This design comes from an exercise in tuning for small area, a short achievable clock period and few clock cycles on the open sky130 flow, not from production work. RTL that was checked went through simulation tests only; none was proved equivalent to the original. Function not checked in runs 1 and 2: the RTL went through the layout flow alone. No activity file was given, so power comes from the tool's default toggle rates.

==> design.v <==
module g_a211oi(input a1,a2,b1,c1, output y);
assign y = ~((a1 & a2) | b1 | c1);
endmodule
module g_a21oi(input a1,a2,b1, output y);
assign y = ~((a1 & a2) | b1);
endmodule
module g_nand2(input a,b, output y);
assign y = ~(a & b);
endmodule
module g_nand3(input a,b,c, output y);
assign y = ~(a & b & c);
endmodule
module g_nor2(input a,b, output y);
assign y = ~(a | b);
endmodule
module g_o21a(input a1,a2,b1, output y);
assign y = (a1 | a2) & b1;
endmodule
module g_o22ai(input a1,a2,b1,b2, output y);
assign y = ~((a1 | a2) & (b1 | b2));
endmodule
module source_64bit_mod3(s, f, x, e, clk);
output reg [1:0] s;
output reg f;
input wire [63:0] x;
input wire e;
input wire clk;
wire n1; g_nand2 u1 (.a(x[2]), .b(x[0]), .y(n1));
wire n2; g_nor2 u2 (.a(x[3]), .b(n1), .y(n2));
wire n3; g_nor2 u3 (.a(x[2]), .b(x[0]), .y(n3));
wire n4; g_a21oi u4 (.a1(x[3]), .a2(n3), .b1(n2), .y(n4));
wire n5; g_nand2 u5 (.a(x[1]), .b(n4), .y(n5));
wire n6; g_a211oi u6 (.a1(x[3]), .a2(n1), .b1(n2), .c1(n3), .y(n6));
wire n7; g_o22ai u7 (.a1(x[1]), .a2(n4), .b1(n5), .b2(n6), .y(n7));
wire n8; g_o21a u8 (.a1(x[1]), .a2(n6), .b1(n5), .y(n8));
wire n9; g_nand2 u9 (.a(x[6]), .b(x[4]), .y(n9));
wire n10; g_nor2 u10 (.a(x[7]), .b(n9), .y(n10));
wire n11; g_nor2 u11 (.a(x[6]), .b(x[4]), .y(n11));
wire n12; g_a21oi u12 (.a1(x[7]), .a2(n11), .b1(n10), .y(n12));
wire n13; g_nand2 u13 (.a(x[5]), .b(n12), .y(n13));
wire n14; g_a211oi u14 (.a1(x[7]), .a2(n9), .b1(n10), .c1(n11), .y(n14));
wire n15; g_o22ai u15 (.a1(x[5]), .a2(n12), .b1(n13), .b2(n14), .y(n15));
wire n16; g_o21a u16 (.a1(x[5]), .a2(n14), .b1(n13), .y(n16));
wire n17; g_nand2 u17 (.a(x[10]), .b(x[8]), .y(n17));
wire n18; g_nor2 u18 (.a(x[11]), .b(n17), .y(n18));
wire n19; g_nor2 u19 (.a(x[10]), .b(x[8]), .y(n19));
wire n20; g_a21oi u20 (.a1(x[11]), .a2(n19), .b1(n18), .y(n20));
wire n21; g_nand2 u21 (.a(x[9]), .b(n20), .y(n21));
wire n22; g_a211oi u22 (.a1(x[11]), .a2(n17), .b1(n18), .c1(n19), .y(n22));
wire n23; g_o22ai u23 (.a1(x[9]), .a2(n20), .b1(n21), .b2(n22), .y(n23));
wire n24; g_o21a u24 (.a1(x[9]), .a2(n22), .b1(n21), .y(n24));
wire n25; g_nand2 u25 (.a(x[14]), .b(x[12]), .y(n25));
wire n26; g_nor2 u26 (.a(x[15]), .b(n25), .y(n26));
wire n27; g_nor2 u27 (.a(x[14]), .b(x[12]), .y(n27));
wire n28; g_a21oi u28 (.a1(x[15]), .a2(n27), .b1(n26), .y(n28));
wire n29; g_nand2 u29 (.a(x[13]), .b(n28), .y(n29));
wire n30; g_a211oi u30 (.a1(x[15]), .a2(n25), .b1(n26), .c1(n27), .y(n30));
wire n31; g_o22ai u31 (.a1(x[13]), .a2(n28), .b1(n29), .b2(n30), .y(n31));
wire n32; g_o21a u32 (.a1(x[13]), .a2(n30), .b1(n29), .y(n32));
wire n33; g_nand2 u33 (.a(x[18]), .b(x[16]), .y(n33));
wire n34; g_nor2 u34 (.a(x[19]), .b(n33), .y(n34));
wire n35; g_nor2 u35 (.a(x[18]), .b(x[16]), .y(n35));
wire n36; g_a21oi u36 (.a1(x[19]), .a2(n35), .b1(n34), .y(n36));
wire n37; g_nand2 u37 (.a(x[17]), .b(n36), .y(n37));
wire n38; g_a211oi u38 (.a1(x[19]), .a2(n33), .b1(n34), .c1(n35), .y(n38));
wire n39; g_o22ai u39 (.a1(x[17]), .a2(n36), .b1(n37), .b2(n38), .y(n39));
wire n40; g_o21a u40 (.a1(x[17]), .a2(n38), .b1(n37), .y(n40));
wire n41; g_nand2 u41 (.a(x[22]), .b(x[20]), .y(n41));
wire n42; g_nor2 u42 (.a(x[23]), .b(n41), .y(n42));
wire n43; g_nor2 u43 (.a(x[22]), .b(x[20]), .y(n43));
wire n44; g_a21oi u44 (.a1(x[23]), .a2(n43), .b1(n42), .y(n44));
wire n45; g_nand2 u45 (.a(x[21]), .b(n44), .y(n45));
wire n46; g_a211oi u46 (.a1(x[23]), .a2(n41), .b1(n42), .c1(n43), .y(n46));
wire n47; g_o22ai u47 (.a1(x[21]), .a2(n44), .b1(n45), .b2(n46), .y(n47));
wire n48; g_o21a u48 (.a1(x[21]), .a2(n46), .b1(n45), .y(n48));
wire n49; g_nand2 u49 (.a(x[26]), .b(x[24]), .y(n49));
wire n50; g_nor2 u50 (.a(x[27]), .b(n49), .y(n50));
wire n51; g_nor2 u51 (.a(x[26]), .b(x[24]), .y(n51));
wire n52; g_a21oi u52 (.a1(x[27]), .a2(n51), .b1(n50), .y(n52));
wire n53; g_nand2 u53 (.a(x[25]), .b(n52), .y(n53));
wire n54; g_a211oi u54 (.a1(x[27]), .a2(n49), .b1(n50), .c1(n51), .y(n54));
wire n55; g_o22ai u55 (.a1(x[25]), .a2(n52), .b1(n53), .b2(n54), .y(n55));
wire n56; g_o21a u56 (.a1(x[25]), .a2(n54), .b1(n53), .y(n56));
wire n57; g_nand2 u57 (.a(x[30]), .b(x[28]), .y(n57));
wire n58; g_nor2 u58 (.a(x[31]), .b(n57), .y(n58));
wire n59; g_nor2 u59 (.a(x[30]), .b(x[28]), .y(n59));
wire n60; g_a21oi u60 (.a1(x[31]), .a2(n59), .b1(n58), .y(n60));
wire n61; g_nand2 u61 (.a(x[29]), .b(n60), .y(n61));
wire n62; g_a211oi u62 (.a1(x[31]), .a2(n57), .b1(n58), .c1(n59), .y(n62));
wire n63; g_o22ai u63 (.a1(x[29]), .a2(n60), .b1(n61), .b2(n62), .y(n63));
wire n64; g_o21a u64 (.a1(x[29]), .a2(n62), .b1(n61), .y(n64));
wire n65; g_nand2 u65 (.a(x[34]), .b(x[32]), .y(n65));
wire n66; g_nor2 u66 (.a(x[35]), .b(n65), .y(n66));
wire n67; g_nor2 u67 (.a(x[34]), .b(x[32]), .y(n67));
wire n68; g_a21oi u68 (.a1(x[35]), .a2(n67), .b1(n66), .y(n68));
wire n69; g_nand2 u69 (.a(x[33]), .b(n68), .y(n69));
wire n70; g_a211oi u70 (.a1(x[35]), .a2(n65), .b1(n66), .c1(n67), .y(n70));
wire n71; g_o22ai u71 (.a1(x[33]), .a2(n68), .b1(n69), .b2(n70), .y(n71));
wire n72; g_o21a u72 (.a1(x[33]), .a2(n70), .b1(n69), .y(n72));
wire n73; g_nand2 u73 (.a(x[38]), .b(x[36]), .y(n73));
wire n74; g_nor2 u74 (.a(x[39]), .b(n73), .y(n74));
wire n75; g_nor2 u75 (.a(x[38]), .b(x[36]), .y(n75));
wire n76; g_a21oi u76 (.a1(x[39]), .a2(n75), .b1(n74), .y(n76));
wire n77; g_nand2 u77 (.a(x[37]), .b(n76), .y(n77));
wire n78; g_a211oi u78 (.a1(x[39]), .a2(n73), .b1(n74), .c1(n75), .y(n78));
wire n79; g_o22ai u79 (.a1(x[37]), .a2(n76), .b1(n77), .b2(n78), .y(n79));
wire n80; g_o21a u80 (.a1(x[37]), .a2(n78), .b1(n77), .y(n80));
wire n81; g_nand2 u81 (.a(x[42]), .b(x[40]), .y(n81));
wire n82; g_nor2 u82 (.a(x[43]), .b(n81), .y(n82));
wire n83; g_nor2 u83 (.a(x[42]), .b(x[40]), .y(n83));
wire n84; g_a21oi u84 (.a1(x[43]), .a2(n83), .b1(n82), .y(n84));
wire n85; g_nand2 u85 (.a(x[41]), .b(n84), .y(n85));
wire n86; g_a211oi u86 (.a1(x[43]), .a2(n81), .b1(n82), .c1(n83), .y(n86));
wire n87; g_o22ai u87 (.a1(x[41]), .a2(n84), .b1(n85), .b2(n86), .y(n87));
wire n88; g_o21a u88 (.a1(x[41]), .a2(n86), .b1(n85), .y(n88));
wire n89; g_nand2 u89 (.a(x[46]), .b(x[44]), .y(n89));
wire n90; g_nor2 u90 (.a(x[47]), .b(n89), .y(n90));
wire n91; g_nor2 u91 (.a(x[46]), .b(x[44]), .y(n91));
wire n92; g_a21oi u92 (.a1(x[47]), .a2(n91), .b1(n90), .y(n92));
wire n93; g_nand2 u93 (.a(x[45]), .b(n92), .y(n93));
wire n94; g_a211oi u94 (.a1(x[47]), .a2(n89), .b1(n90), .c1(n91), .y(n94));
wire n95; g_o22ai u95 (.a1(x[45]), .a2(n92), .b1(n93), .b2(n94), .y(n95));
wire n96; g_o21a u96 (.a1(x[45]), .a2(n94), .b1(n93), .y(n96));
wire n97; g_nand2 u97 (.a(x[50]), .b(x[48]), .y(n97));
wire n98; g_nor2 u98 (.a(x[51]), .b(n97), .y(n98));
wire n99; g_nor2 u99 (.a(x[50]), .b(x[48]), .y(n99));
wire n100; g_a21oi u100 (.a1(x[51]), .a2(n99), .b1(n98), .y(n100));
wire n101; g_nand2 u101 (.a(x[49]), .b(n100), .y(n101));
wire n102; g_a211oi u102 (.a1(x[51]), .a2(n97), .b1(n98), .c1(n99), .y(n102));
wire n103; g_o22ai u103 (.a1(x[49]), .a2(n100), .b1(n101), .b2(n102), .y(n103));
wire n104; g_o21a u104 (.a1(x[49]), .a2(n102), .b1(n101), .y(n104));
wire n105; g_nand2 u105 (.a(x[54]), .b(x[52]), .y(n105));
wire n106; g_nor2 u106 (.a(x[55]), .b(n105), .y(n106));
wire n107; g_nor2 u107 (.a(x[54]), .b(x[52]), .y(n107));
wire n108; g_a21oi u108 (.a1(x[55]), .a2(n107), .b1(n106), .y(n108));
wire n109; g_nand2 u109 (.a(x[53]), .b(n108), .y(n109));
wire n110; g_a211oi u110 (.a1(x[55]), .a2(n105), .b1(n106), .c1(n107), .y(n110));
wire n111; g_o22ai u111 (.a1(x[53]), .a2(n108), .b1(n109), .b2(n110), .y(n111));
wire n112; g_o21a u112 (.a1(x[53]), .a2(n110), .b1(n109), .y(n112));
wire n113; g_nand2 u113 (.a(x[58]), .b(x[56]), .y(n113));
wire n114; g_nor2 u114 (.a(x[59]), .b(n113), .y(n114));
wire n115; g_nor2 u115 (.a(x[58]), .b(x[56]), .y(n115));
wire n116; g_a21oi u116 (.a1(x[59]), .a2(n115), .b1(n114), .y(n116));
wire n117; g_nand2 u117 (.a(x[57]), .b(n116), .y(n117));
wire n118; g_a211oi u118 (.a1(x[59]), .a2(n113), .b1(n114), .c1(n115), .y(n118));
wire n119; g_o22ai u119 (.a1(x[57]), .a2(n116), .b1(n117), .b2(n118), .y(n119));
wire n120; g_o21a u120 (.a1(x[57]), .a2(n118), .b1(n117), .y(n120));
wire n121; g_nand2 u121 (.a(x[62]), .b(x[60]), .y(n121));
wire n122; g_nor2 u122 (.a(x[63]), .b(n121), .y(n122));
wire n123; g_nor2 u123 (.a(x[62]), .b(x[60]), .y(n123));
wire n124; g_a21oi u124 (.a1(x[63]), .a2(n123), .b1(n122), .y(n124));
wire n125; g_nand2 u125 (.a(x[61]), .b(n124), .y(n125));
wire n126; g_a211oi u126 (.a1(x[63]), .a2(n121), .b1(n122), .c1(n123), .y(n126));
wire n127; g_o22ai u127 (.a1(x[61]), .a2(n124), .b1(n125), .b2(n126), .y(n127));
wire n128; g_o21a u128 (.a1(x[61]), .a2(n126), .b1(n125), .y(n128));
wire n129; g_nor2 u129 (.a(n7), .b(n8), .y(n129));
wire n130; g_nor2 u130 (.a(n15), .b(n16), .y(n130));
wire n131; g_nand2 u131 (.a(n129), .b(n16), .y(n131));
wire n132; g_nand2 u132 (.a(n8), .b(n130), .y(n132));
wire n133; g_nand2 u133 (.a(n7), .b(n15), .y(n133));
wire n134; g_nand3 u134 (.a(n131), .b(n132), .c(n133), .y(n134));
wire n135; g_nand2 u135 (.a(n129), .b(n15), .y(n135));
wire n136; g_nand2 u136 (.a(n8), .b(n16), .y(n136));
wire n137; g_nand2 u137 (.a(n7), .b(n130), .y(n137));
wire n138; g_nand3 u138 (.a(n135), .b(n136), .c(n137), .y(n138));
wire n139; g_nor2 u139 (.a(n23), .b(n24), .y(n139));
wire n140; g_nor2 u140 (.a(n31), .b(n32), .y(n140));
wire n141; g_nand2 u141 (.a(n139), .b(n32), .y(n141));
wire n142; g_nand2 u142 (.a(n24), .b(n140), .y(n142));
wire n143; g_nand2 u143 (.a(n23), .b(n31), .y(n143));
wire n144; g_nand3 u144 (.a(n141), .b(n142), .c(n143), .y(n144));
wire n145; g_nand2 u145 (.a(n139), .b(n31), .y(n145));
wire n146; g_nand2 u146 (.a(n24), .b(n32), .y(n146));
wire n147; g_nand2 u147 (.a(n23), .b(n140), .y(n147));
wire n148; g_nand3 u148 (.a(n145), .b(n146), .c(n147), .y(n148));
wire n149; g_nor2 u149 (.a(n39), .b(n40), .y(n149));
wire n150; g_nor2 u150 (.a(n47), .b(n48), .y(n150));
wire n151; g_nand2 u151 (.a(n149), .b(n48), .y(n151));
wire n152; g_nand2 u152 (.a(n40), .b(n150), .y(n152));
wire n153; g_nand2 u153 (.a(n39), .b(n47), .y(n153));
wire n154; g_nand3 u154 (.a(n151), .b(n152), .c(n153), .y(n154));
wire n155; g_nand2 u155 (.a(n149), .b(n47), .y(n155));
wire n156; g_nand2 u156 (.a(n40), .b(n48), .y(n156));
wire n157; g_nand2 u157 (.a(n39), .b(n150), .y(n157));
wire n158; g_nand3 u158 (.a(n155), .b(n156), .c(n157), .y(n158));
wire n159; g_nor2 u159 (.a(n55), .b(n56), .y(n159));
wire n160; g_nor2 u160 (.a(n63), .b(n64), .y(n160));
wire n161; g_nand2 u161 (.a(n159), .b(n64), .y(n161));
wire n162; g_nand2 u162 (.a(n56), .b(n160), .y(n162));
wire n163; g_nand2 u163 (.a(n55), .b(n63), .y(n163));
wire n164; g_nand3 u164 (.a(n161), .b(n162), .c(n163), .y(n164));
wire n165; g_nand2 u165 (.a(n159), .b(n63), .y(n165));
wire n166; g_nand2 u166 (.a(n56), .b(n64), .y(n166));
wire n167; g_nand2 u167 (.a(n55), .b(n160), .y(n167));
wire n168; g_nand3 u168 (.a(n165), .b(n166), .c(n167), .y(n168));
wire n169; g_nor2 u169 (.a(n71), .b(n72), .y(n169));
wire n170; g_nor2 u170 (.a(n79), .b(n80), .y(n170));
wire n171; g_nand2 u171 (.a(n169), .b(n80), .y(n171));
wire n172; g_nand2 u172 (.a(n72), .b(n170), .y(n172));
wire n173; g_nand2 u173 (.a(n71), .b(n79), .y(n173));
wire n174; g_nand3 u174 (.a(n171), .b(n172), .c(n173), .y(n174));
wire n175; g_nand2 u175 (.a(n169), .b(n79), .y(n175));
wire n176; g_nand2 u176 (.a(n72), .b(n80), .y(n176));
wire n177; g_nand2 u177 (.a(n71), .b(n170), .y(n177));
wire n178; g_nand3 u178 (.a(n175), .b(n176), .c(n177), .y(n178));
wire n179; g_nor2 u179 (.a(n87), .b(n88), .y(n179));
wire n180; g_nor2 u180 (.a(n95), .b(n96), .y(n180));
wire n181; g_nand2 u181 (.a(n179), .b(n96), .y(n181));
wire n182; g_nand2 u182 (.a(n88), .b(n180), .y(n182));
wire n183; g_nand2 u183 (.a(n87), .b(n95), .y(n183));
wire n184; g_nand3 u184 (.a(n181), .b(n182), .c(n183), .y(n184));
wire n185; g_nand2 u185 (.a(n179), .b(n95), .y(n185));
wire n186; g_nand2 u186 (.a(n88), .b(n96), .y(n186));
wire n187; g_nand2 u187 (.a(n87), .b(n180), .y(n187));
wire n188; g_nand3 u188 (.a(n185), .b(n186), .c(n187), .y(n188));
wire n189; g_nor2 u189 (.a(n103), .b(n104), .y(n189));
wire n190; g_nor2 u190 (.a(n111), .b(n112), .y(n190));
wire n191; g_nand2 u191 (.a(n189), .b(n112), .y(n191));
wire n192; g_nand2 u192 (.a(n104), .b(n190), .y(n192));
wire n193; g_nand2 u193 (.a(n103), .b(n111), .y(n193));
wire n194; g_nand3 u194 (.a(n191), .b(n192), .c(n193), .y(n194));
wire n195; g_nand2 u195 (.a(n189), .b(n111), .y(n195));
wire n196; g_nand2 u196 (.a(n104), .b(n112), .y(n196));
wire n197; g_nand2 u197 (.a(n103), .b(n190), .y(n197));
wire n198; g_nand3 u198 (.a(n195), .b(n196), .c(n197), .y(n198));
wire n199; g_nor2 u199 (.a(n119), .b(n120), .y(n199));
wire n200; g_nor2 u200 (.a(n127), .b(n128), .y(n200));
wire n201; g_nand2 u201 (.a(n199), .b(n128), .y(n201));
wire n202; g_nand2 u202 (.a(n120), .b(n200), .y(n202));
wire n203; g_nand2 u203 (.a(n119), .b(n127), .y(n203));
wire n204; g_nand3 u204 (.a(n201), .b(n202), .c(n203), .y(n204));
wire n205; g_nand2 u205 (.a(n199), .b(n127), .y(n205));
wire n206; g_nand2 u206 (.a(n120), .b(n128), .y(n206));
wire n207; g_nand2 u207 (.a(n119), .b(n200), .y(n207));
wire n208; g_nand3 u208 (.a(n205), .b(n206), .c(n207), .y(n208));
wire n209; g_nor2 u209 (.a(n138), .b(n134), .y(n209));
wire n210; g_nor2 u210 (.a(n148), .b(n144), .y(n210));
wire n211; g_nand2 u211 (.a(n209), .b(n144), .y(n211));
wire n212; g_nand2 u212 (.a(n134), .b(n210), .y(n212));
wire n213; g_nand2 u213 (.a(n138), .b(n148), .y(n213));
wire n214; g_nand3 u214 (.a(n211), .b(n212), .c(n213), .y(n214));
wire n215; g_nand2 u215 (.a(n209), .b(n148), .y(n215));
wire n216; g_nand2 u216 (.a(n134), .b(n144), .y(n216));
wire n217; g_nand2 u217 (.a(n138), .b(n210), .y(n217));
wire n218; g_nand3 u218 (.a(n215), .b(n216), .c(n217), .y(n218));
wire n219; g_nor2 u219 (.a(n158), .b(n154), .y(n219));
wire n220; g_nor2 u220 (.a(n168), .b(n164), .y(n220));
wire n221; g_nand2 u221 (.a(n219), .b(n164), .y(n221));
wire n222; g_nand2 u222 (.a(n154), .b(n220), .y(n222));
wire n223; g_nand2 u223 (.a(n158), .b(n168), .y(n223));
wire n224; g_nand3 u224 (.a(n221), .b(n222), .c(n223), .y(n224));
wire n225; g_nand2 u225 (.a(n219), .b(n168), .y(n225));
wire n226; g_nand2 u226 (.a(n154), .b(n164), .y(n226));
wire n227; g_nand2 u227 (.a(n158), .b(n220), .y(n227));
wire n228; g_nand3 u228 (.a(n225), .b(n226), .c(n227), .y(n228));
wire n229; g_nor2 u229 (.a(n178), .b(n174), .y(n229));
wire n230; g_nor2 u230 (.a(n188), .b(n184), .y(n230));
wire n231; g_nand2 u231 (.a(n229), .b(n184), .y(n231));
wire n232; g_nand2 u232 (.a(n174), .b(n230), .y(n232));
wire n233; g_nand2 u233 (.a(n178), .b(n188), .y(n233));
wire n234; g_nand3 u234 (.a(n231), .b(n232), .c(n233), .y(n234));
wire n235; g_nand2 u235 (.a(n229), .b(n188), .y(n235));
wire n236; g_nand2 u236 (.a(n174), .b(n184), .y(n236));
wire n237; g_nand2 u237 (.a(n178), .b(n230), .y(n237));
wire n238; g_nand3 u238 (.a(n235), .b(n236), .c(n237), .y(n238));
wire n239; g_nor2 u239 (.a(n198), .b(n194), .y(n239));
wire n240; g_nor2 u240 (.a(n208), .b(n204), .y(n240));
wire n241; g_nand2 u241 (.a(n239), .b(n204), .y(n241));
wire n242; g_nand2 u242 (.a(n194), .b(n240), .y(n242));
wire n243; g_nand2 u243 (.a(n198), .b(n208), .y(n243));
wire n244; g_nand3 u244 (.a(n241), .b(n242), .c(n243), .y(n244));
wire n245; g_nand2 u245 (.a(n239), .b(n208), .y(n245));
wire n246; g_nand2 u246 (.a(n194), .b(n204), .y(n246));
wire n247; g_nand2 u247 (.a(n198), .b(n240), .y(n247));
wire n248; g_nand3 u248 (.a(n245), .b(n246), .c(n247), .y(n248));
wire n249; g_nor2 u249 (.a(n218), .b(n214), .y(n249));
wire n250; g_nor2 u250 (.a(n228), .b(n224), .y(n250));
wire n251; g_nand2 u251 (.a(n249), .b(n224), .y(n251));
wire n252; g_nand2 u252 (.a(n214), .b(n250), .y(n252));
wire n253; g_nand2 u253 (.a(n218), .b(n228), .y(n253));
wire n254; g_nand3 u254 (.a(n251), .b(n252), .c(n253), .y(n254));
wire n255; g_nand2 u255 (.a(n249), .b(n228), .y(n255));
wire n256; g_nand2 u256 (.a(n214), .b(n224), .y(n256));
wire n257; g_nand2 u257 (.a(n218), .b(n250), .y(n257));
wire n258; g_nand3 u258 (.a(n255), .b(n256), .c(n257), .y(n258));
wire n259; g_nor2 u259 (.a(n238), .b(n234), .y(n259));
wire n260; g_nor2 u260 (.a(n248), .b(n244), .y(n260));
wire n261; g_nand2 u261 (.a(n259), .b(n244), .y(n261));
wire n262; g_nand2 u262 (.a(n234), .b(n260), .y(n262));
wire n263; g_nand2 u263 (.a(n238), .b(n248), .y(n263));
wire n264; g_nand3 u264 (.a(n261), .b(n262), .c(n263), .y(n264));
wire n265; g_nand2 u265 (.a(n259), .b(n248), .y(n265));
wire n266; g_nand2 u266 (.a(n234), .b(n244), .y(n266));
wire n267; g_nand2 u267 (.a(n238), .b(n260), .y(n267));
wire n268; g_nand3 u268 (.a(n265), .b(n266), .c(n267), .y(n268));
wire n269; g_nor2 u269 (.a(n258), .b(n254), .y(n269));
wire n270; g_nor2 u270 (.a(n268), .b(n264), .y(n270));
wire n271; g_nand2 u271 (.a(n269), .b(n264), .y(n271));
wire n272; g_nand2 u272 (.a(n254), .b(n270), .y(n272));
wire n273; g_nand2 u273 (.a(n258), .b(n268), .y(n273));
wire n274; g_nand3 u274 (.a(n271), .b(n272), .c(n273), .y(n274));
wire n275; g_nand2 u275 (.a(n269), .b(n268), .y(n275));
wire n276; g_nand2 u276 (.a(n254), .b(n264), .y(n276));
wire n277; g_nand2 u277 (.a(n258), .b(n270), .y(n277));
wire n278; g_nand3 u278 (.a(n275), .b(n276), .c(n277), .y(n278));
always @(posedge clk) begin
  f <= e;
  s <= {n278, n274};
end
endmodule
==> flow/run.sh <==
#!/bin/bash
HERE=$(pwd)
cat >> config.mk <<EOC
export BUFFER_PORTS_ARGS = -buffer_cell sky130_fd_sc_hd__buf_1
export POST_FLOORPLAN_TCL = $HERE/flow/downsize.tcl
EOC
bash standard.sh > standard.log 2>&1
==> flow/downsize.tcl <==
# After floorplan: put every logic gate that synthesis upsized back to its _1 size.
# Timing repair later in the flow still upsizes whatever it needs to.
set db [ord::get_db]
set block [[$db getChip] getBlock]
set n 0
foreach inst [$block getInsts] {
  set name [[$inst getMaster] getName]
  if {[regexp {^(sky130_fd_sc_hd__(a21oi|a211oi|a22oi|o21ai|o22ai|o21a|nand2|nand3|nor2|nor3|xor2|xnor2))_[248]$} $name -> base]} {
    set new [$db findMaster ${base}_1]
    if {$new ne "NULL" && $new ne ""} {
      $inst swapMaster $new
      incr n
    }
  }
}
puts "downsize.tcl: resized $n instances to drive strength 1"
==> standard.sh <==
#!/bin/bash
# synth_recipe.tcl (not shown) runs the flow's synth.tcl, then flattens the netlist and writes it again
# the make line also repeats each setting of config.mk as NAME=value (left out here)
make -C /OpenROAD-flow-scripts/flow DESIGN_CONFIG=/design/flow/config.mk WORK_HOME=/design/flow/orfs CLKGATE_MAP_FILE= SYNTH_SCRIPT=/design/flow/synth_recipe.tcl "${@:-finish}"
==> config.mk <==
export PLATFORM = sky130hd
export DESIGN_NAME = source_64bit_mod3
export DESIGN_NICKNAME = source_64bit_mod3
export VERILOG_FILES = /design/flow/design.v
export SDC_FILE = /design/flow/constraint.sdc
export NUM_CORES = 4
export LEC_CHECK = 0
export CAP_MARGIN = 20
export CORE_AREA = 5 5 85 85
export CTS_BUF_LIST = sky130_fd_sc_hd__clkbuf_2
export DIE_AREA = 0 0 90 90
export SLEW_MARGIN = 20
export SYNTH_HIERARCHICAL = 1
export BUFFER_PORTS_ARGS = -buffer_cell sky130_fd_sc_hd__buf_1
export POST_FLOORPLAN_TCL = /design/flow/flow/downsize.tcl
==> constraint.sdc <==
create_clock -name core_clock -period 4.5 [get_ports {clk}]
set_input_delay 0.9000 -clock core_clock [delete_from_list [all_inputs] [get_ports {clk}]]
set_output_delay 0.9000 -clock core_clock [all_outputs]
set_load 0.01 [all_outputs]
==> results.cfg, run 1 <==
[clock_network]
htreeDepth = 1
cts_hold_buffers = 0
clk_path_buf_depth = 2
cts_tree = done
numCtsBuffers = 3
cts-root-buf = clkbuf_2
numClockSinks = 3
cts-resized-gates = 0
clk_pin_slew_ns = 0.04
cts_setup_buffers = 0

[die]
row_count = 29
core_area_um2 = 6280
initial_core_util_pct = 23.3
io_pins = 69
die_w_um = 90
die_h_um = 90
die_area_um2 = 8100

[power]
p_leak_nw = 0.669
pwr_density_cell_nw_per_um2 = 222
peakVddDrop_v = 0.0000601

[route]
routed_via_density = 4.77
first_pass_iters = 4
drc = 0
drt_iter0_markers = 31
routed_wl_um = 3510
wl_met2_um = 1900
dr_wl_met3_um = 174
avgRoutedWirePerCell_um = 8.16
ant_nets = 0
highest_layer = met4
via_count = 2053
wl_met1_um = 1420

[outcome]
status = finished clean

[synthesis]
syn-num-nets = 347
ys_seq_area_share_pct = 4.11
synth_area_um2 = 1460
synthCells = 281
ys_ff_latch = 3
yosysWarnings = 7
synth_cell_type_count = 8
avgSynthCellArea_um2 = 5.20

[worst_hold_path]
hold_path_end = f
hold_class = input port to flip-flop
min_path_cells = 1
hp-start = e

[placement]
io_buffer_count = 68
place.gp.congestion = 0.706
dpl.cell_count = 426
hpwl_um = 3210
dp_slack_ns = 1.64

[grt]
first_global_vias = 1814
grt_pass1_wl_um = 6330
grt.overflow.total = 0
grt.total_usage_pct = 8.43
grt_max_degree = 4
antenna_found_initial = 0

[sta]
slew_violations = 0
fmax_ghz = 0.374
rsz0062_at_grt = false
setup-tns-final_ns = 0
fin_crit_sh_pct = 59.4
hold_violations = 0
setup_viol = 0
tightest_slew_ns = 0.303
min_period_ns = 2.67
slew_headroom_pct = 79.7
timing.final.ws_setup_ns = 1.83

[worst_setup_path]
worstSetupPathType = input port to flip-flop
worstPathArrival_ns = 2.81
crit_path_start_kind = input port
worstPathRequired_ns = 4.63
crit_path_end_kind = flip-flop
critPathMaxFanout = 3

[layout]
n_antenna_cell = 0
final_common_cell = nand2_1
drive_gt1_share_pct = 1.13
mostFrequentLayoutCells = nand2_1, buf_1, nor2_1
nets = 420
stdcell_count = 430
area_growth_pct = 15.8

[flow_run]
drv_cap = 0
-- metal layers --
metal  track usage, %  up-vias
li1                 -     1133
met1             8.50      887
met2             17.4       31
met3             1.09        2
met4             2.61        0
met5                0        -
-- modules after synthesis, one instance, submodules excluded --
module	cells inside	flops+latches	area (µm²)
g_a211oi	1	0	12.5
g_nand2	1	0	3.75
g_o21a	1	0	7.51
g_o22ai	1	0	6.26
g_nor2	1	0	3.75
g_a21oi	1	0	8.76
g_nand3	1	0	5.00
source_64bit_mod3	3	3	60.1
-- cell usage after synthesis --
master / instances / area (µm²)
nand2_1: 122 / 458
nor2_1: 62 / 233
nand3_1: 30 / 150
a211oi_2: 16 / 200
a21oi_2: 16 / 140
o21a_1: 16 / 120
o22ai_1: 16 / 100
dfxtp_1: 3 / 60.1
-- metrics by stage --
step                      hold WS (ns)  power [mW]  util [%]  area [µm²]
after CTS                        0.788       0.380      27.0        1690
after floorplan                  0.928       0.279         -        1460
after detailed placement         0.996       0.342      26.6        1670
after global routing             0.782       0.437      27.0        1690
final                            0.797       0.376      27.0        1690
after global placement           0.991       0.328      26.6        1670
-- sequential cells by signal, indices dropped and copies added (netlist names) --
| name | count |
|---|---|
| f | 1 |
| s | 2 |
-- final cells by class --
class | count | area (µm²)
fill | 720 | 4580
multi-input combinational | 278 | 1260
timing repair buffer | 68 | 255
tap | 77 | 96.3
sequential | 3 | 60.1
clock buffer | 4 | 20.0
-- critical path: stages --
cell,delay [ns]
buf_1,0.08
nand2_1,0.08
nor2_1,0.06
a21oi_1,0.17
nand2_1,0.09
o22ai_1,0.21
nor2_1,0.09
nand2_1,0.08
nand3_1,0.12
nor2_1,0.17
nand2_1,0.08
nand3_1,0.12
nor2_1,0.07
nand2_1,0.06
nand3_1,0.11
nor2_1,0.16
nand2_1,0.07
nand3_1,0.08
-- where the power goes --
group	leakage (nW)	internal [mW]	total [mW]	switching, mW
logic	0.627	0.111	0.301	0.190
clock network	0.0166	0.0234	0.0358	0.0124
registers	0.0253	0.0373	0.0393	0.00201
total	0.669	0.172	0.376	0.204
-- logic make-up after synthesis --
| kind of cell | after synthesis | synth area share [%] |
|---|---|---|
| flops | 3 | 4.11 |
| simple gates | 214 | 57.5 |
| compound gates | 64 | 38.4 |
-- how the worst max path moves through the flow --
stage / startpoint / to
floorplan: x[2] / s[0]
global placement: x[2] / s[0]
detailed placement: x[2] / s[0]
CTS: x[2] / s[0]
global route: x[58] / s[0]
finish: x[2] / s[0]
==> run 2, diff against run 1 <==
--- a/design.v
+++ b/design.v
@@ -20,7 +20,7 @@
 assign y = ~((a1 | a2) & (b1 | b2));
 endmodule
 module source_64bit_mod3(s, f, x, e, clk);
-output reg [1:0] s;
+output [1:0] s;
 output reg f;
 input wire [63:0] x;
 input wire e;
@@ -273,25 +273,30 @@
 wire n246; g_nand2 u246 (.a(n194), .b(n204), .y(n246));
 wire n247; g_nand2 u247 (.a(n198), .b(n240), .y(n247));
 wire n248; g_nand3 u248 (.a(n245), .b(n246), .c(n247), .y(n248));
-wire n249; g_nor2 u249 (.a(n218), .b(n214), .y(n249));
-wire n250; g_nor2 u250 (.a(n228), .b(n224), .y(n250));
-wire n251; g_nand2 u251 (.a(n249), .b(n224), .y(n251));
-wire n252; g_nand2 u252 (.a(n214), .b(n250), .y(n252));
-wire n253; g_nand2 u253 (.a(n218), .b(n228), .y(n253));
+reg [7:0] r;
+always @(posedge clk) begin
+  f <= e;
+  r <= {n244, n248, n234, n238, n224, n228, n214, n218};
+end
+wire n249; g_nor2 u249 (.a(r[0]), .b(r[1]), .y(n249));
+wire n250; g_nor2 u250 (.a(r[2]), .b(r[3]), .y(n250));
+wire n251; g_nand2 u251 (.a(n249), .b(r[3]), .y(n251));
+wire n252; g_nand2 u252 (.a(r[1]), .b(n250), .y(n252));
+wire n253; g_nand2 u253 (.a(r[0]), .b(r[2]), .y(n253));
 wire n254; g_nand3 u254 (.a(n251), .b(n252), .c(n253), .y(n254));
-wire n255; g_nand2 u255 (.a(n249), .b(n228), .y(n255));
-wire n256; g_nand2 u256 (.a(n214), .b(n224), .y(n256));
-wire n257; g_nand2 u257 (.a(n218), .b(n250), .y(n257));
+wire n255; g_nand2 u255 (.a(n249), .b(r[2]), .y(n255));
+wire n256; g_nand2 u256 (.a(r[1]), .b(r[3]), .y(n256));
+wire n257; g_nand2 u257 (.a(r[0]), .b(n250), .y(n257));
 wire n258; g_nand3 u258 (.a(n255), .b(n256), .c(n257), .y(n258));
-wire n259; g_nor2 u259 (.a(n238), .b(n234), .y(n259));
-wire n260; g_nor2 u260 (.a(n248), .b(n244), .y(n260));
-wire n261; g_nand2 u261 (.a(n259), .b(n244), .y(n261));
-wire n262; g_nand2 u262 (.a(n234), .b(n260), .y(n262));
-wire n263; g_nand2 u263 (.a(n238), .b(n248), .y(n263));
+wire n259; g_nor2 u259 (.a(r[4]), .b(r[5]), .y(n259));
+wire n260; g_nor2 u260 (.a(r[6]), .b(r[7]), .y(n260));
+wire n261; g_nand2 u261 (.a(n259), .b(r[7]), .y(n261));
+wire n262; g_nand2 u262 (.a(r[5]), .b(n260), .y(n262));
+wire n263; g_nand2 u263 (.a(r[4]), .b(r[6]), .y(n263));
 wire n264; g_nand3 u264 (.a(n261), .b(n262), .c(n263), .y(n264));
-wire n265; g_nand2 u265 (.a(n259), .b(n248), .y(n265));
-wire n266; g_nand2 u266 (.a(n234), .b(n244), .y(n266));
-wire n267; g_nand2 u267 (.a(n238), .b(n260), .y(n267));
+wire n265; g_nand2 u265 (.a(n259), .b(r[6]), .y(n265));
+wire n266; g_nand2 u266 (.a(r[5]), .b(r[7]), .y(n266));
+wire n267; g_nand2 u267 (.a(r[4]), .b(n260), .y(n267));
 wire n268; g_nand3 u268 (.a(n265), .b(n266), .c(n267), .y(n268));
 wire n269; g_nor2 u269 (.a(n258), .b(n254), .y(n269));
 wire n270; g_nor2 u270 (.a(n268), .b(n264), .y(n270));
@@ -303,8 +308,5 @@
 wire n276; g_nand2 u276 (.a(n254), .b(n264), .y(n276));
 wire n277; g_nand2 u277 (.a(n258), .b(n270), .y(n277));
 wire n278; g_nand3 u278 (.a(n275), .b(n276), .c(n277), .y(n278));
-always @(posedge clk) begin
-  f <= e;
-  s <= {n278, n274};
-end
+assign s = {n278, n274};
 endmodule
==> run 2 against run 1 <==
Still clean on timing, DRC and antenna. Clock power rose by about 50%. Sequential share of layout area up 6.4 points. Flip-flop and latch count rose by 6. Critical endpoint is now s[1]. Largest cell class unchanged. Largest power group unchanged. Highest routed layer unchanged.
==> results.cfg, run 2 <==
[clock_network]
cts_hold_buffers = 0
clk_path_buf_depth = 2
cts-root-buf = clkbuf_2
cts_tree = done
cts_setup_buffers = 0
numClockSinks = 9
clk_pin_slew_ns = 0.10
htreeDepth = 1
numCtsBuffers = 3
cts-resized-gates = 0

[grt]
first_global_vias = 1844
use_met2_pct = 17.1
grt.overflow.total = 0
use_met3_pct = 2.34
grt_pass1_wl_um = 6580
gr-max-usage-layer = met2
grt_max_degree = 6
globalRouteMet1Util_pct = 9.77
grt.total_usage_pct = 8.92
antenna_found_initial = 0

[power]
finalPower_mw = 0.480
p_leak_nw = 0.720
pwr-share-clk_pct = 11.2
power.share.switching_pct = 49.3
p_int_mw = 0.243
seqPwrFrac_pct = 25.8
p_sw_mw = 0.237
pwr_density_cell_nw_per_um2 = 265
peakVddDrop_v = 0.000102
p_comb_share_pct = 63.0

[synthesis]
async_reset_ff_share_pct = 0
synth_top_family_by_area = simple AND/OR/NAND/NOR gates
synthCells = 289
syn-num-nets = 355
synth_cell_type_count = 9
synth_area_um2 = 1600
ys_seq_area_share_pct = 11.3
synthMuxAreaShare_pct = 0
avgSynthCellArea_um2 = 5.52
synth_top_area_share_pct = 28.7
synthSimpleGateAreaFrac_pct = 52.7
ys_ff_latch = 9
synth_area_leaders = nand2_1, nor2_1, a211oi_2
yosysWarnings = 7
yosys.area.top_type = nand2_1
synth-main-ff-cell = dfxtp_1
synth_fa_ha_area_share_pct = 0
synthXorXnorAreaFrac_pct = 0
synth_edf_count = 0
synth_most_common_cell = nand2_1
yosys-top-cells-count = nand2_1, nor2_1, nand3_1
synth_compound_area_share_pct = 35.1

[placement]
dpl.cell_count = 432
hpwl_um = 3290
io_buffer_count = 68
dpl_cell_area_um2 = 1790
place.gp.congestion = 0.712
dp_slack_ns = 2.24

[route]
first_pass_iters = 4
routed_wl_um = 3650
routed_via_density = 4.72
via_count = 2060
drc = 0
ant_nets = 0
avgRoutedWirePerCell_um = 8.38
drt_iter0_markers = 51

[sta]
tightest_slew_ns = 0.291
fin_crit_sh_pct = 50.1
setup_viol = 0
holdWs_ns = 0.731
min_period_ns = 2.25
setup-tns-final_ns = 0
hold_violations = 0
timing.final.ws_setup_ns = 2.25
slew_headroom_pct = 80.5
fmax_ghz = 0.444
slew_violations = 0
rsz0062_at_grt = false

[flow_run]
drv_cap = 0

[worst_setup_path]
worstPathArrival_ns = 1.35
crit_path_start_kind = flip-flop
critPathTopFamily = simple AND/OR/NAND/NOR gates
crit_path_end_kind = output pin
cp_slowest_cell = dfxtp_1
worstPathRequired_ns = 3.60
critPathMaxFanout = 3
cp_slowest_stage_delay_ns = 0.38
worst-path-buf-inv = 1
crit_chain = nor2_1 -> nand2_1 -> nand3_1 -> nor2_1 -> nand2_1 -> nand3_1 -> buf_1
worstSetupPathType = flip-flop to output pin

[layout]
area_growth_pct = 13.6
stdcell_count = 436
final_core_util_pct = 28.9
reg_top3 = r: 8 flops, f: 1 flops
n_antenna_cell = 0
nFillCells = 726
nets = 426
fin_area_um2 = 1810
drive_gt1_share_pct = 1.11
largest_reg_flops = 8
final_common_cell = nand2_1
mostFrequentLayoutCells = nand2_1, buf_1, nor2_1
top_register = r

[worst_hold_path]
hp-start = e
hold_class = input port to flip-flop
min_path_cells = 1
hold_path_end = f

[die]
row_count = 29
core_area_um2 = 6280
die_area_um2 = 8100
die_h_um = 90
initial_core_util_pct = 25.4
io_pins = 69
die_w_um = 90

[outcome]
status = finished clean
==> run 2: changes by cell type in the layout (fill, tap and decap cells not counted), sizes merged <==
cell / change
dfxtp: +6
==> run 2: power groups by stage <==
stage                     Clock [mW]  Combinational, mW  Sequential [mW]
after detailed placement           0              0.305            0.125
after floorplan                    0              0.263            0.121
after global routing          0.0600              0.359            0.127
after CTS                     0.0569              0.306            0.123
after global placement             0              0.291            0.125
final                         0.0536              0.303            0.124
==> run 2: cell families after synthesis <==
group           Yosys count
buf+inv                   2
flops                     9
compound gates           64
simple gates            214
==> run 2: area by class of cell <==
cell class / count / area, µm² / area share [%]
clock buffer: 4 / 20.0 / 1.10
multi-input combinational: 278 / 1260 / 69.6
sequential: 9 / 180 / 9.94
tap: 77 / 96.3 / 5.31
timing repair buffer: 68 / 255 / 14.1
==> run 2: metal layers <==
metal	vias up	wire (µm)
met4	0	20
met3	4	178
met2	37	1860
li1	1148	-
met5	-	0
met1	871	1590
==> run 2: worst max-delay path by stage <==
stage / start / endpoint / slack [ns] / depth (start not counted)
final: r[4] / s[1] / 2.25 / 7
after CTS: r[4] / s[1] / 2.22 / 7
after global routing: r[1] / s[0] / 2.09 / 7
after detailed placement: x[10] / r[0] / 2.24 / 12
after global placement: x[28] / r[2] / 2.31 / 11
after floorplan: x[2] / r[1] / 2.51 / 10
==> run 2: Yosys stat by module (local to each module, per instance), excerpt <==
module             times used  flip-flops and latches  cells inside
g_nand2                   122                       0             1
g_a211oi                   16                       0             1
g_nand3                    30                       0             1
g_nor2                     62                       0             1
source_64bit_mod3           1                       9            11
g_o21a                     16                       0             1
==> run 3, diff against run 2 <==
--- a/design.v
+++ b/design.v
@@ -280,33 +280,39 @@
 end
 wire n249; g_nor2 u249 (.a(r[0]), .b(r[1]), .y(n249));
 wire n250; g_nor2 u250 (.a(r[2]), .b(r[3]), .y(n250));
-wire n251; g_nand2 u251 (.a(n249), .b(r[3]), .y(n251));
-wire n252; g_nand2 u252 (.a(r[1]), .b(n250), .y(n252));
-wire n253; g_nand2 u253 (.a(r[0]), .b(r[2]), .y(n253));
+wire n251; g_nand2 u251 (.a(n249), .b(n250), .y(n251));
+wire n252; g_nand2 u252 (.a(r[1]), .b(r[2]), .y(n252));
+wire n253; g_nand2 u253 (.a(r[0]), .b(r[3]), .y(n253));
 wire n254; g_nand3 u254 (.a(n251), .b(n252), .c(n253), .y(n254));
-wire n255; g_nand2 u255 (.a(n249), .b(r[2]), .y(n255));
-wire n256; g_nand2 u256 (.a(r[1]), .b(r[3]), .y(n256));
-wire n257; g_nand2 u257 (.a(r[0]), .b(n250), .y(n257));
+wire n255; g_nand2 u255 (.a(n249), .b(r[3]), .y(n255));
+wire n256; g_nand2 u256 (.a(r[1]), .b(n250), .y(n256));
+wire n257; g_nand2 u257 (.a(r[0]), .b(r[2]), .y(n257));
 wire n258; g_nand3 u258 (.a(n255), .b(n256), .c(n257), .y(n258));
-wire n259; g_nor2 u259 (.a(r[4]), .b(r[5]), .y(n259));
-wire n260; g_nor2 u260 (.a(r[6]), .b(r[7]), .y(n260));
-wire n261; g_nand2 u261 (.a(n259), .b(r[7]), .y(n261));
-wire n262; g_nand2 u262 (.a(r[5]), .b(n260), .y(n262));
-wire n263; g_nand2 u263 (.a(r[4]), .b(r[6]), .y(n263));
-wire n264; g_nand3 u264 (.a(n261), .b(n262), .c(n263), .y(n264));
-wire n265; g_nand2 u265 (.a(n259), .b(r[6]), .y(n265));
-wire n266; g_nand2 u266 (.a(r[5]), .b(r[7]), .y(n266));
-wire n267; g_nand2 u267 (.a(r[4]), .b(n260), .y(n267));
+wire n259; g_nand2 u259 (.a(n249), .b(r[2]), .y(n259));
+wire n260; g_nand2 u260 (.a(r[1]), .b(r[3]), .y(n260));
+wire n261; g_nand2 u261 (.a(r[0]), .b(n250), .y(n261));
+wire n262; g_nand3 u262 (.a(n259), .b(n260), .c(n261), .y(n262));
+wire n263; g_nor2 u263 (.a(r[4]), .b(r[5]), .y(n263));
+wire n264; g_nor2 u264 (.a(r[6]), .b(r[7]), .y(n264));
+wire n265; g_nand2 u265 (.a(n263), .b(n264), .y(n265));
+wire n266; g_nand2 u266 (.a(r[5]), .b(r[6]), .y(n266));
+wire n267; g_nand2 u267 (.a(r[4]), .b(r[7]), .y(n267));
 wire n268; g_nand3 u268 (.a(n265), .b(n266), .c(n267), .y(n268));
-wire n269; g_nor2 u269 (.a(n258), .b(n254), .y(n269));
-wire n270; g_nor2 u270 (.a(n268), .b(n264), .y(n270));
-wire n271; g_nand2 u271 (.a(n269), .b(n264), .y(n271));
-wire n272; g_nand2 u272 (.a(n254), .b(n270), .y(n272));
-wire n273; g_nand2 u273 (.a(n258), .b(n268), .y(n273));
-wire n274; g_nand3 u274 (.a(n271), .b(n272), .c(n273), .y(n274));
-wire n275; g_nand2 u275 (.a(n269), .b(n268), .y(n275));
-wire n276; g_nand2 u276 (.a(n254), .b(n264), .y(n276));
-wire n277; g_nand2 u277 (.a(n258), .b(n270), .y(n277));
-wire n278; g_nand3 u278 (.a(n275), .b(n276), .c(n277), .y(n278));
-assign s = {n278, n274};
+wire n269; g_nand2 u269 (.a(n263), .b(r[7]), .y(n269));
+wire n270; g_nand2 u270 (.a(r[5]), .b(n264), .y(n270));
+wire n271; g_nand2 u271 (.a(r[4]), .b(r[6]), .y(n271));
+wire n272; g_nand3 u272 (.a(n269), .b(n270), .c(n271), .y(n272));
+wire n273; g_nand2 u273 (.a(n263), .b(r[6]), .y(n273));
+wire n274; g_nand2 u274 (.a(r[5]), .b(r[7]), .y(n274));
+wire n275; g_nand2 u275 (.a(r[4]), .b(n264), .y(n275));
+wire n276; g_nand3 u276 (.a(n273), .b(n274), .c(n275), .y(n276));
+wire n277; g_nand2 u277 (.a(n254), .b(n272), .y(n277));
+wire n278; g_nand2 u278 (.a(n258), .b(n268), .y(n278));
+wire n279; g_nand2 u279 (.a(n262), .b(n276), .y(n279));
+wire n280; g_nand3 u280 (.a(n277), .b(n278), .c(n279), .y(n280));
+wire n281; g_nand2 u281 (.a(n254), .b(n276), .y(n281));
+wire n282; g_nand2 u282 (.a(n258), .b(n272), .y(n282));
+wire n283; g_nand2 u283 (.a(n262), .b(n268), .y(n283));
+wire n284; g_nand3 u284 (.a(n281), .b(n282), .c(n283), .y(n284));
+assign s = {n284, n280};
 endmodule
--- a/config.mk
+++ b/config.mk
@@ -9,6 +9,7 @@
 export CORE_AREA = 5 5 85 85
 export CTS_BUF_LIST = sky130_fd_sc_hd__clkbuf_2
 export DIE_AREA = 0 0 90 90
+export SETUP_SLACK_MARGIN = 2.4
 export SLEW_MARGIN = 20
 export SYNTH_HIERARCHICAL = 1
 export BUFFER_PORTS_ARGS = -buffer_cell sky130_fd_sc_hd__buf_1
==> run 3 against run 2 <==
Clock power fell by 3%. Hold slack improved by 0.0070 ns. Core utilization rose by 6.8 points. Final cell count rose by 1.6%. First-iteration DRC count fell by 49%. Worst setup slack improved by 0.20 ns. Power rose by 25%. Critical path depth fell by 1. Wire length rose by 19%. Largest cell class unchanged.
==> results.cfg, run 3 <==
[grt]
first_global_vias = 1803
grt_max_degree = 6
grt.total_usage_pct = 8.71
grt_pass1_wl_um = 6410
grt.overflow.total = 0
antenna_found_initial = 0

[layout]
stdcell_count = 443
nets = 433
reg_top3 = r: 8 flops, f: 1 flops
top_register = r
largest_reg_flops = 8
mostFrequentLayoutCells = nand2_1, buf_1, nor2_1
nFillCells = 689
multi_input_area_um2 = 1650
area_growth_pct = 38.2
ff_latch_area_um2 = 200
final_common_cell = nand2_1
drive_gt1_share_pct = 26.8
n_antenna_cell = 0
fin_area_um2 = 2240

[synthesis]
synthMuxAreaShare_pct = 0
syn-num-nets = 361
synth_edf_count = 0
synth_fa_ha_area_share_pct = 0
avgSynthCellArea_um2 = 5.50
yosys-top-cells-count = nand2_1, nor2_1, nand3_1
synthSimpleGateAreaFrac_pct = 53.4
synth-main-ff-cell = dfxtp_1
ys_seq_area_share_pct = 11.1
synth_area_um2 = 1620
synthCells = 295
yosysWarnings = 7
synth_area_leaders = nand2_1, nor2_1, a211oi_2
synth_top_family_by_area = simple AND/OR/NAND/NOR gates
synth_most_common_cell = nand2_1
synth_cell_type_count = 9
synthXorXnorAreaFrac_pct = 0
async_reset_ff_share_pct = 0
synth_top_area_share_pct = 29.6
ys_ff_latch = 9
synth_compound_area_share_pct = 34.6
yosys.area.top_type = nand2_1

[placement]
dpl.cell_count = 438
dpl_cell_area_um2 = 1820
place.gp.congestion = 0.691
hpwl_um = 3350
io_buffer_count = 68

[worst_hold_path]
hold_path_end = f
hp-start = e
min_path_cells = 1
hold_class = input port to flip-flop

[clock_network]
cts_tree = done
clk_path_buf_depth = 2
clk_pin_slew_ns = 0.11
htreeDepth = 1
numCtsBuffers = 3
numClockSinks = 9
cts-root-buf = clkbuf_2
cts_hold_buffers = 0

[worst_setup_path]
crit_path_start_kind = flip-flop
worstPathArrival_ns = 1.15
critPathMaxFanout = 4
worstSetupPathType = flip-flop to output pin
crit_path_end_kind = output pin
cp_slowest_cell = dfxtp_4
crit_chain = nor2_4 -> nand2_1 -> nand3_2 -> nand2_1 -> nand3_1 -> buf_2
cp_slowest_stage_delay_ns = 0.38
cpMostUsedCell = nand2_1
worstPathRequired_ns = 3.60

[flow_run]
drv_cap = 0

[route]
drc = 0
avgRoutedWirePerCell_um = 9.81
routed_via_density = 4.93
via_count = 2185
first_pass_iters = 5
routed_wl_um = 4340
ant_nets = 0
drt_iter0_markers = 26

[die]
core_area_um2 = 6280
io_pins = 69
row_count = 29
die_h_um = 90
die_w_um = 90
die_area_um2 = 8100
initial_core_util_pct = 25.8

[sta]
setup-tns-final_ns = 0
setup_viol = 0
hold_violations = 0
slew_violations = 0
slew_headroom_pct = 82.4
rsz0062_at_grt = true
fmax_ghz = 0.487
holdWs_ns = 0.738
min_period_ns = 2.05
fin_crit_sh_pct = 45.6
tightest_slew_ns = 0.264

[power]
p_leak_nw = 0.867
pwr_density_cell_nw_per_um2 = 268
peakVddDrop_v = 0.000132

[outcome]
status = finished clean
-- run 3: layout make-up --
class                   instances  area share [%]
multi-input cells             284            73.7
repair buffers                 69            12.2
flip-flops and latches          9            8.93
well taps                      77            4.30
clock buffers                   4           0.893
-- run 3: stage by stage --
step | setup WS (ns) | utilization [%] | total power, mW
after floorplan | 2.51 | - | 0.386
after global placement | 2.33 | 29.0 | 0.421
after detailed placement | 2.22 | 29.0 | 0.437
after CTS | 2.40 | 29.5 | 0.503
after global routing | 2.36 | 35.7 | 0.664
final | 2.45 | 35.7 | 0.601
-- run 3: worst max path at each step --
stage	slack [ns]	from	to	depth (start not counted)
2_1_floorplan	2.51	x[2]	r[1]	10
3_3_place_gp	2.33	x[50]	r[7]	11
3_5_place_dp	2.22	x[58]	r[6]	11
4_1_cts	2.40	r[1]	s[1]	6
5_1_grt	2.36	r[0]	s[1]	6
6_report	2.45	r[5]	s[1]	6
-- run 3: timing repair --
item,4_1_cts,5_1_grt
pin swaps,0,12
buffers inserted,0,1
gates resized for setup,8,94
endpoints found under the setup margin,2,10
-- run 3: per-layer routing --
metal | vias to the layer above | track usage [%] | wire, µm | part of all wire [%]
met5 | - | 0 | 0 | 0
met1 | 981 | 8.97 | 1640 | 38
met4 | 0 | 2.85 | 27 | 0.62
met3 | 2 | 1.17 | 150 | 3.5
li1 | 1167 | - | - | -
met2 | 35 | 17.6 | 2520 | 58
-- run 3: cells by family after synthesis --
logic type	Yosys count
AND/OR/NAND/NOR	220
AO/OA/AOI/OAI	64
flip-flops	9
buffers and inverters	2
-- run 3: power breakdown --
group          internal (mW)  leakage, nW  switching, mW
Combinational          0.169        0.772          0.228
Clock                 0.0236       0.0166         0.0283
Sequential             0.115       0.0781         0.0375
Total                  0.307        0.867          0.294
-- run 3: per-module statistics from Yosys (local to each module, per instance) --
module	cell area, µm²	cells inside	copies in the design
g_o21a	7.51	1	16
g_o22ai	6.26	1	16
g_nand2	3.75	1	128
source_64bit_mod3	195	11	1
g_a21oi	8.76	1	16
g_a211oi	12.5	1	16
g_nand3	5.00	1	32
g_nor2	3.75	1	60
-- run 3: critical path: cells and delay by family (launching register included) --
family / cells / cell delay, ns
DFF: 1 / 0.38
and+or+nand+nor: 5 / 0.40
buffers and inverters: 1 / 0.13
Testbench counts of run 3, summed over its fixed seeds: cycles 1,600.
==> run 4, diff against run 3 <==
--- a/config.mk
+++ b/config.mk
@@ -9,7 +9,6 @@
 export CORE_AREA = 5 5 85 85
 export CTS_BUF_LIST = sky130_fd_sc_hd__clkbuf_2
 export DIE_AREA = 0 0 90 90
-export SETUP_SLACK_MARGIN = 2.4
 export SLEW_MARGIN = 20
 export SYNTH_HIERARCHICAL = 1
 export BUFFER_PORTS_ARGS = -buffer_cell sky130_fd_sc_hd__buf_1
==> run 4 against run 3 <==
Hold slack better by 0.0015 ns. Flip-flop and latch count stayed put. Still clean on timing, DRC and antenna. Critical path type unchanged. Power is 19% lower.
==> results.cfg, run 4 <==
[worst_setup_path]
crit_path_start_kind = flip-flop
worstPathRequired_ns = 3.60
worstPathArrival_ns = 1.27
worstSetupPathType = flip-flop to output pin
critPathMaxFanout = 4
crit_path_end_kind = output pin
crit_chain = nor2_1 -> nand2_1 -> nand3_1 -> nand2_1 -> nand3_1 -> buf_1
cp_slowest_stage_delay_ns = 0.36
cp_slowest_cell = dfxtp_1

[synthesis]
synth_top_family_by_area = simple AND/OR/NAND/NOR gates
synth_cell_type_count = 9
syn-num-nets = 361
synth_edf_count = 0
synthSimpleGateAreaFrac_pct = 53.4
async_reset_ff_share_pct = 0
yosysWarnings = 7
ys_seq_area_share_pct = 11.1
synthMuxAreaShare_pct = 0
yosys.area.top_type = nand2_1
avgSynthCellArea_um2 = 5.50
synth_most_common_cell = nand2_1
ys_ff_latch = 9
synth_fa_ha_area_share_pct = 0
yosys-top-cells-count = nand2_1, nor2_1, nand3_1
synth_area_um2 = 1620
synthCells = 295
synth-main-ff-cell = dfxtp_1
synth_area_leaders = nand2_1, nor2_1, a211oi_2
synthXorXnorAreaFrac_pct = 0
synth_top_area_share_pct = 29.6
synth_compound_area_share_pct = 34.6

[flow_run]
drv_cap = 0

[layout]
largest_reg_flops = 8
ff_latch_area_um2 = 180
area_growth_pct = 13.3
reg_top3 = r: 8 flops, f: 1 flops
nFillCells = 688
stdcell_count = 442
top_register = r
multi_input_area_um2 = 1290
drive_gt1_share_pct = 1.10
final_common_cell = nand2_1
n_antenna_cell = 0
final_core_util_pct = 29.3
fin_area_um2 = 1840
nets = 432
mostFrequentLayoutCells = nand2_1, buf_1, nor2_1

[sta]
setup-tns-final_ns = 0
hold_violations = 0
setup_viol = 0
fmax_ghz = 0.460
slew_violations = 0
min_period_ns = 2.17
fin_crit_sh_pct = 48.3
timing.final.ws_setup_ns = 2.33
slew_headroom_pct = 78.8
rsz0062_at_grt = false
holdWs_ns = 0.739
tightest_slew_ns = 0.316

[outcome]
status = finished clean

[worst_hold_path]
hold_class = input port to flip-flop

[die]
io_pins = 69
die_w_um = 90
row_count = 29
die_h_um = 90
die_area_um2 = 8100
initial_core_util_pct = 25.8
core_area_um2 = 6280

[power]
pwr_density_cell_nw_per_um2 = 264
p_leak_nw = 0.733
p_sw_mw = 0.240
p_int_mw = 0.245
pwr-share-clk_pct = 10.6
seqPwrFrac_pct = 26.7
p_comb_share_pct = 62.7
power.share.switching_pct = 49.5
finalPower_mw = 0.485
peakVddDrop_v = 0.000106

[route]
drt_iter0_markers = 46
first_pass_iters = 4
avgRoutedWirePerCell_um = 8.60
routed_via_density = 4.78
via_count = 2113
routed_wl_um = 3800
drc = 0
ant_nets = 0

[grt]
grt.overflow.total = 0
grt_max_degree = 6
first_global_vias = 1785
grt_pass1_wl_um = 6360
antenna_found_initial = 0
grt.total_usage_pct = 8.66

[placement]
dpl_cell_area_um2 = 1820
place.gp.congestion = 0.691
hpwl_um = 3350
io_buffer_count = 68
dpl.cell_count = 438
dp_slack_ns = 2.22

[clock_network]
cts-root-buf = clkbuf_2
cts-resized-gates = 0
clk_path_buf_depth = 2
numCtsBuffers = 3
cts_tree = done
cts_hold_buffers = 0
numClockSinks = 9
htreeDepth = 1
clk_pin_slew_ns = 0.11
cts_setup_buffers = 0
run 4: cells by family after synthesis:
| logic type | count (synthesis) |
|---|---|
| AND/OR/NAND/NOR | 220 |
| AO/OA/AOI/OAI | 64 |
| flip-flops | 9 |
| buffers and inverters | 2 |
run 4: metal layers:
layer / part of all wire (%) / wire, µm / global-route usage (%) / up-vias
li1: - / - / - / 1165
met3: 3.9 / 148 / 1.00 / 2
met5: 0 / 0 / 0 / -
met4: 0.71 / 27 / 2.85 / 0
met2: 53 / 2030 / 17.4 / 35
met1: 42 / 1600 / 9.07 / 911
run 4: worst paths after layout:
kind              cells past startpoint    to  startpoint
setup / recovery                      6  s[0]        r[5]
hold / removal                        1     f           e
run 4: area by class of cell:
class,instances,area share [%]
Multi-Input combinational cell,284,70.0
Tap cell,77,5.24
Sequential cell,9,9.80
Clock buffer,4,1.09
Timing Repair Buffer,68,13.9
run 4: Yosys stat by module, one instance, submodules excluded:
module | cells inside | flops+latches | cell area (µm²) | times used
g_o21a | 1 | 0 | 7.51 | 16
g_a211oi | 1 | 0 | 12.5 | 16
g_a21oi | 1 | 0 | 8.76 | 16
g_nor2 | 1 | 0 | 3.75 | 60
source_64bit_mod3 | 11 | 9 | 195 | 1
g_nand2 | 1 | 0 | 3.75 | 128
g_o22ai | 1 | 0 | 6.26 | 16
g_nand3 | 1 | 0 | 5.00 | 32
run 4: worst max-delay path: cells and delay by family, from the launching register on:
family | cells | cell delay (ns)
buffers and inverters | 1 | 0.16
AND/OR/NAND/NOR | 5 | 0.51
flip-flops | 1 | 0.36
run 4: power by group through the flow:
stage                     Clock (mW)  Sequential [mW]  Combinational, mW
after floorplan                    0            0.125              0.261
final                         0.0516            0.129              0.304
after detailed placement           0            0.131              0.305
after global placement             0            0.131              0.289
after CTS                     0.0549            0.129              0.307
after global routing          0.0610            0.134              0.354
==> run 5, diff against run 4 <==
--- a/config.mk
+++ b/config.mk
@@ -6,9 +6,9 @@
 export NUM_CORES = 4
 export LEC_CHECK = 0
 export CAP_MARGIN = 20
-export CORE_AREA = 5 5 85 85
+export CORE_AREA = 4 4 56 56
 export CTS_BUF_LIST = sky130_fd_sc_hd__clkbuf_2
-export DIE_AREA = 0 0 90 90
+export DIE_AREA = 0 0 60 60
 export SLEW_MARGIN = 20
 export SYNTH_HIERARCHICAL = 1
 export BUFFER_PORTS_ARGS = -buffer_cell sky130_fd_sc_hd__buf_1
==> run 5 against run 4 <==
Still clean. Fmax grew 1.3%. Count of clock-buffer cells in the layout is the same. Critical path depth is the same. Hold slack gained 0.0077 ns. Power shrank 1.1%. Final cell count shrank 11%. Final area shrank 3.2%. Core utilization grew 41 points. Worst setup slack gained 0.028 ns. Critical endpoint unchanged. Highest routed layer unchanged.
==> results.cfg, run 5 <==
[clock_network]
cts_setup_buffers = 0
cts-resized-gates = 0
cts_hold_buffers = 0
cts-root-buf = clkbuf_2
clk_pin_slew_ns = 0.09
cts_tree = done
clk_path_buf_depth = 2
htreeDepth = 1
numClockSinks = 9
numCtsBuffers = 3

[synthesis]
yosysWarnings = 7
synth-main-ff-cell = dfxtp_1
synth_cell_type_count = 9
synth_area_leaders = nand2_1, nor2_1, a211oi_2
ys_seq_area_share_pct = 11.1
async_reset_ff_share_pct = 0
synth_top_area_share_pct = 29.6
ys_ff_latch = 9
synthCells = 295
syn-num-nets = 361
synth_most_common_cell = nand2_1
synth_area_um2 = 1620
yosys-top-cells-count = nand2_1, nor2_1, nand3_1
avgSynthCellArea_um2 = 5.50
yosys.area.top_type = nand2_1
synth_edf_count = 0

[layout]
final_core_util_pct = 70.5
nFillCells = 252
mostFrequentLayoutCells = nand2_1, buf_1, nor2_1
nets = 432
top_register = r
stdcell_count = 395
final_common_cell = nand2_1
ff_latch_area_um2 = 180
area_growth_pct = 9.72
n_antenna_cell = 0
reg_top3 = r: 8 flops, f: 1 flops
largest_reg_flops = 8
fin_area_um2 = 1780
multi_input_area_um2 = 1290
drive_gt1_share_pct = 1.10

[sta]
setup_viol = 0
holdWs_ns = 0.747
min_period_ns = 2.15
tightest_slew_ns = 0.301
timing.final.ws_setup_ns = 2.35
slew_headroom_pct = 79.8
hold_violations = 0
rsz0062_at_grt = false
slew_violations = 0
setup-tns-final_ns = 0
fmax_ghz = 0.466
fin_crit_sh_pct = 47.7

[die]
initial_core_util_pct = 64.3
core_area_um2 = 2520
die_h_um = 60
io_pins = 69
row_count = 18
die_area_um2 = 3600
die_w_um = 60

[worst_setup_path]
crit_cells = 6
cp_slowest_stage_delay_ns = 0.35
crit_path_start_kind = flip-flop
worst-path-buf-inv = 1
crit_chain = nor2_1 -> nand2_1 -> nand3_1 -> nand2_1 -> nand3_1 -> buf_1
cp_slowest_cell = dfxtp_1
critPathMaxFanout = 4
cp-endpoint = s[0]
critPathTopFamily = simple AND/OR/NAND/NOR gates
worstPathRequired_ns = 3.60
startpoint = r[3]
worstPathArrival_ns = 1.25
worstSetupPathType = flip-flop to output pin
crit_path_end_kind = output pin

[route]
via_count = 2111
avgRoutedWirePerCell_um = 8.35
routed_wl_um = 3300
dr_wl_met3_um = 223
drc = 0
wl_met1_um = 1510
wl_met2_um = 1540
drt_iter0_markers = 48
highest_layer = met4
first_pass_iters = 5
routed_via_density = 5.34
ant_nets = 0

[power]
seqPwrFrac_pct = 27.1
p_comb_share_pct = 62.3
p_int_mw = 0.245
p_sw_mw = 0.235
finalPower_mw = 0.480
pwr_density_cell_nw_per_um2 = 270
peakVddDrop_v = 0.000223
power.share.switching_pct = 48.9
p_leak_nw = 0.733
pwr-share-clk_pct = 10.6

[grt]
grt.overflow.total = 0
grt_max_degree = 6
grt.total_usage_pct = 19.9
grt_pass1_wl_um = 5970
first_global_vias = 1743
antenna_found_initial = 0

[placement]
place.gp.congestion = 0.767
dpl_cell_area_um2 = 1760
dpl.cell_count = 391
hpwl_um = 2900
io_buffer_count = 68
dp_slack_ns = 2.27

[worst_hold_path]
hold_class = input port to flip-flop
hp-start = e

[outcome]
status = finished clean

[flow_run]
drv_cap = 0
==> run 5: worst min path at each step <==
stage | cells past startpoint | slack (ns) | end
6_report | 1 | 0.75 | f
5_1_grt | 1 | 0.74 | f
3_5_place_dp | 1 | 0.99 | f
2_1_floorplan | 0 | 0.93 | f
4_1_cts | 1 | 0.73 | f
3_3_place_gp | 1 | 1.00 | f
==> run 5: final cells by class <==
| class | instances | area share, % |
|---|---|---|
| Timing Repair Buffer | 68 | 14.3 |
| Tap cell | 30 | 2.11 |
| Sequential cell | 9 | 10.1 |
| Multi-Input combinational cell | 284 | 72.3 |
| Clock buffer | 4 | 1.13 |
==> run 5: cells by family (layout without fill, tap and decap cells) <==
logic type | count (synthesis) | count (layout) | share of synthesized area [%]
and+or+nand+nor | 220 | 220 | 53.4
DFF | 9 | 9 | 11.1
AOI/OAI and AO/OA | 64 | 64 | 34.6
buffers and inverters | 2 | 72 | 0.926
==> run 5: power by group through the flow <==
stage | clock network, mW | registers, mW | logic, mW
2_1_floorplan | 0 | 0.125 | 0.261
3_3_place_gp | 0 | 0.132 | 0.292
3_5_place_dp | 0 | 0.131 | 0.299
4_1_cts | 0.0541 | 0.130 | 0.300
5_1_grt | 0.0568 | 0.134 | 0.353
6_report | 0.0510 | 0.130 | 0.299
==> run 5: modules after synthesis, one instance, submodules excluded <==
| module | flops+latches | times used |
|---|---|---|
| source_64bit_mod3 | 9 | 1 |
| g_nor2 | 0 | 60 |
| g_nand3 | 0 | 32 |
| g_a211oi | 0 | 16 |
| g_o22ai | 0 | 16 |
| g_o21a | 0 | 16 |
| g_a21oi | 0 | 16 |
| g_nand2 | 0 | 128 |
==> run 5: layer usage <==
metal | up-vias | GRT usage, %
met1 | 882 | 23.5
met4 | 0 | 2.85
li1 | 1174 | -
met3 | 2 | 3.24
met5 | - | 0
met2 | 53 | 37.7

## what the ideal ports hide
The results above use ideal ports. As a check the final layouts listed here were re-extracted and re-timed, cells and wires unchanged.
Step 1 sets driving cells, clkbuf_16 on the clock port and buf_2 on the other inputs (assumed; they add their load-dependent delay and slew).
Step 2 also shifts input and output timing later by t, the mid clock arrival at the registers, as if the neighbouring blocks saw the same clock.
Slacks: no drivers / after step 1 / after step 2; pairs: no drivers / after step 1.
run | t (ns) | slack for setup (ns) | worst setup path at the end | worst register clock-pin slew, ns | worst slew at a driven data input, ns
run 1 | 0.207 | 1.827 / 1.820 / 1.613 | input to register | 0.04 / 0.04 | 0.04
run 2 | 0.272 | 2.246 / 2.222 / 2.232 | input to register | 0.10 / 0.10 | 0.04
run 3 | 0.255 | 2.446 / 2.425 / 2.246 | input to register | 0.11 / 0.11 | 0.04
run 4 | 0.254 | 2.326 / 2.305 / 2.201 | input to register | 0.11 / 0.11 | 0.04
run 5 | 0.257 | 2.354 / 2.335 / 2.247 | input to register | 0.09 / 0.09 | 0.03
After both steps setup and hold are still met in every run listed. The setup slack of run 1, which loses most, moves by -0.007 ns with the drivers and by -0.214 ns with both steps.
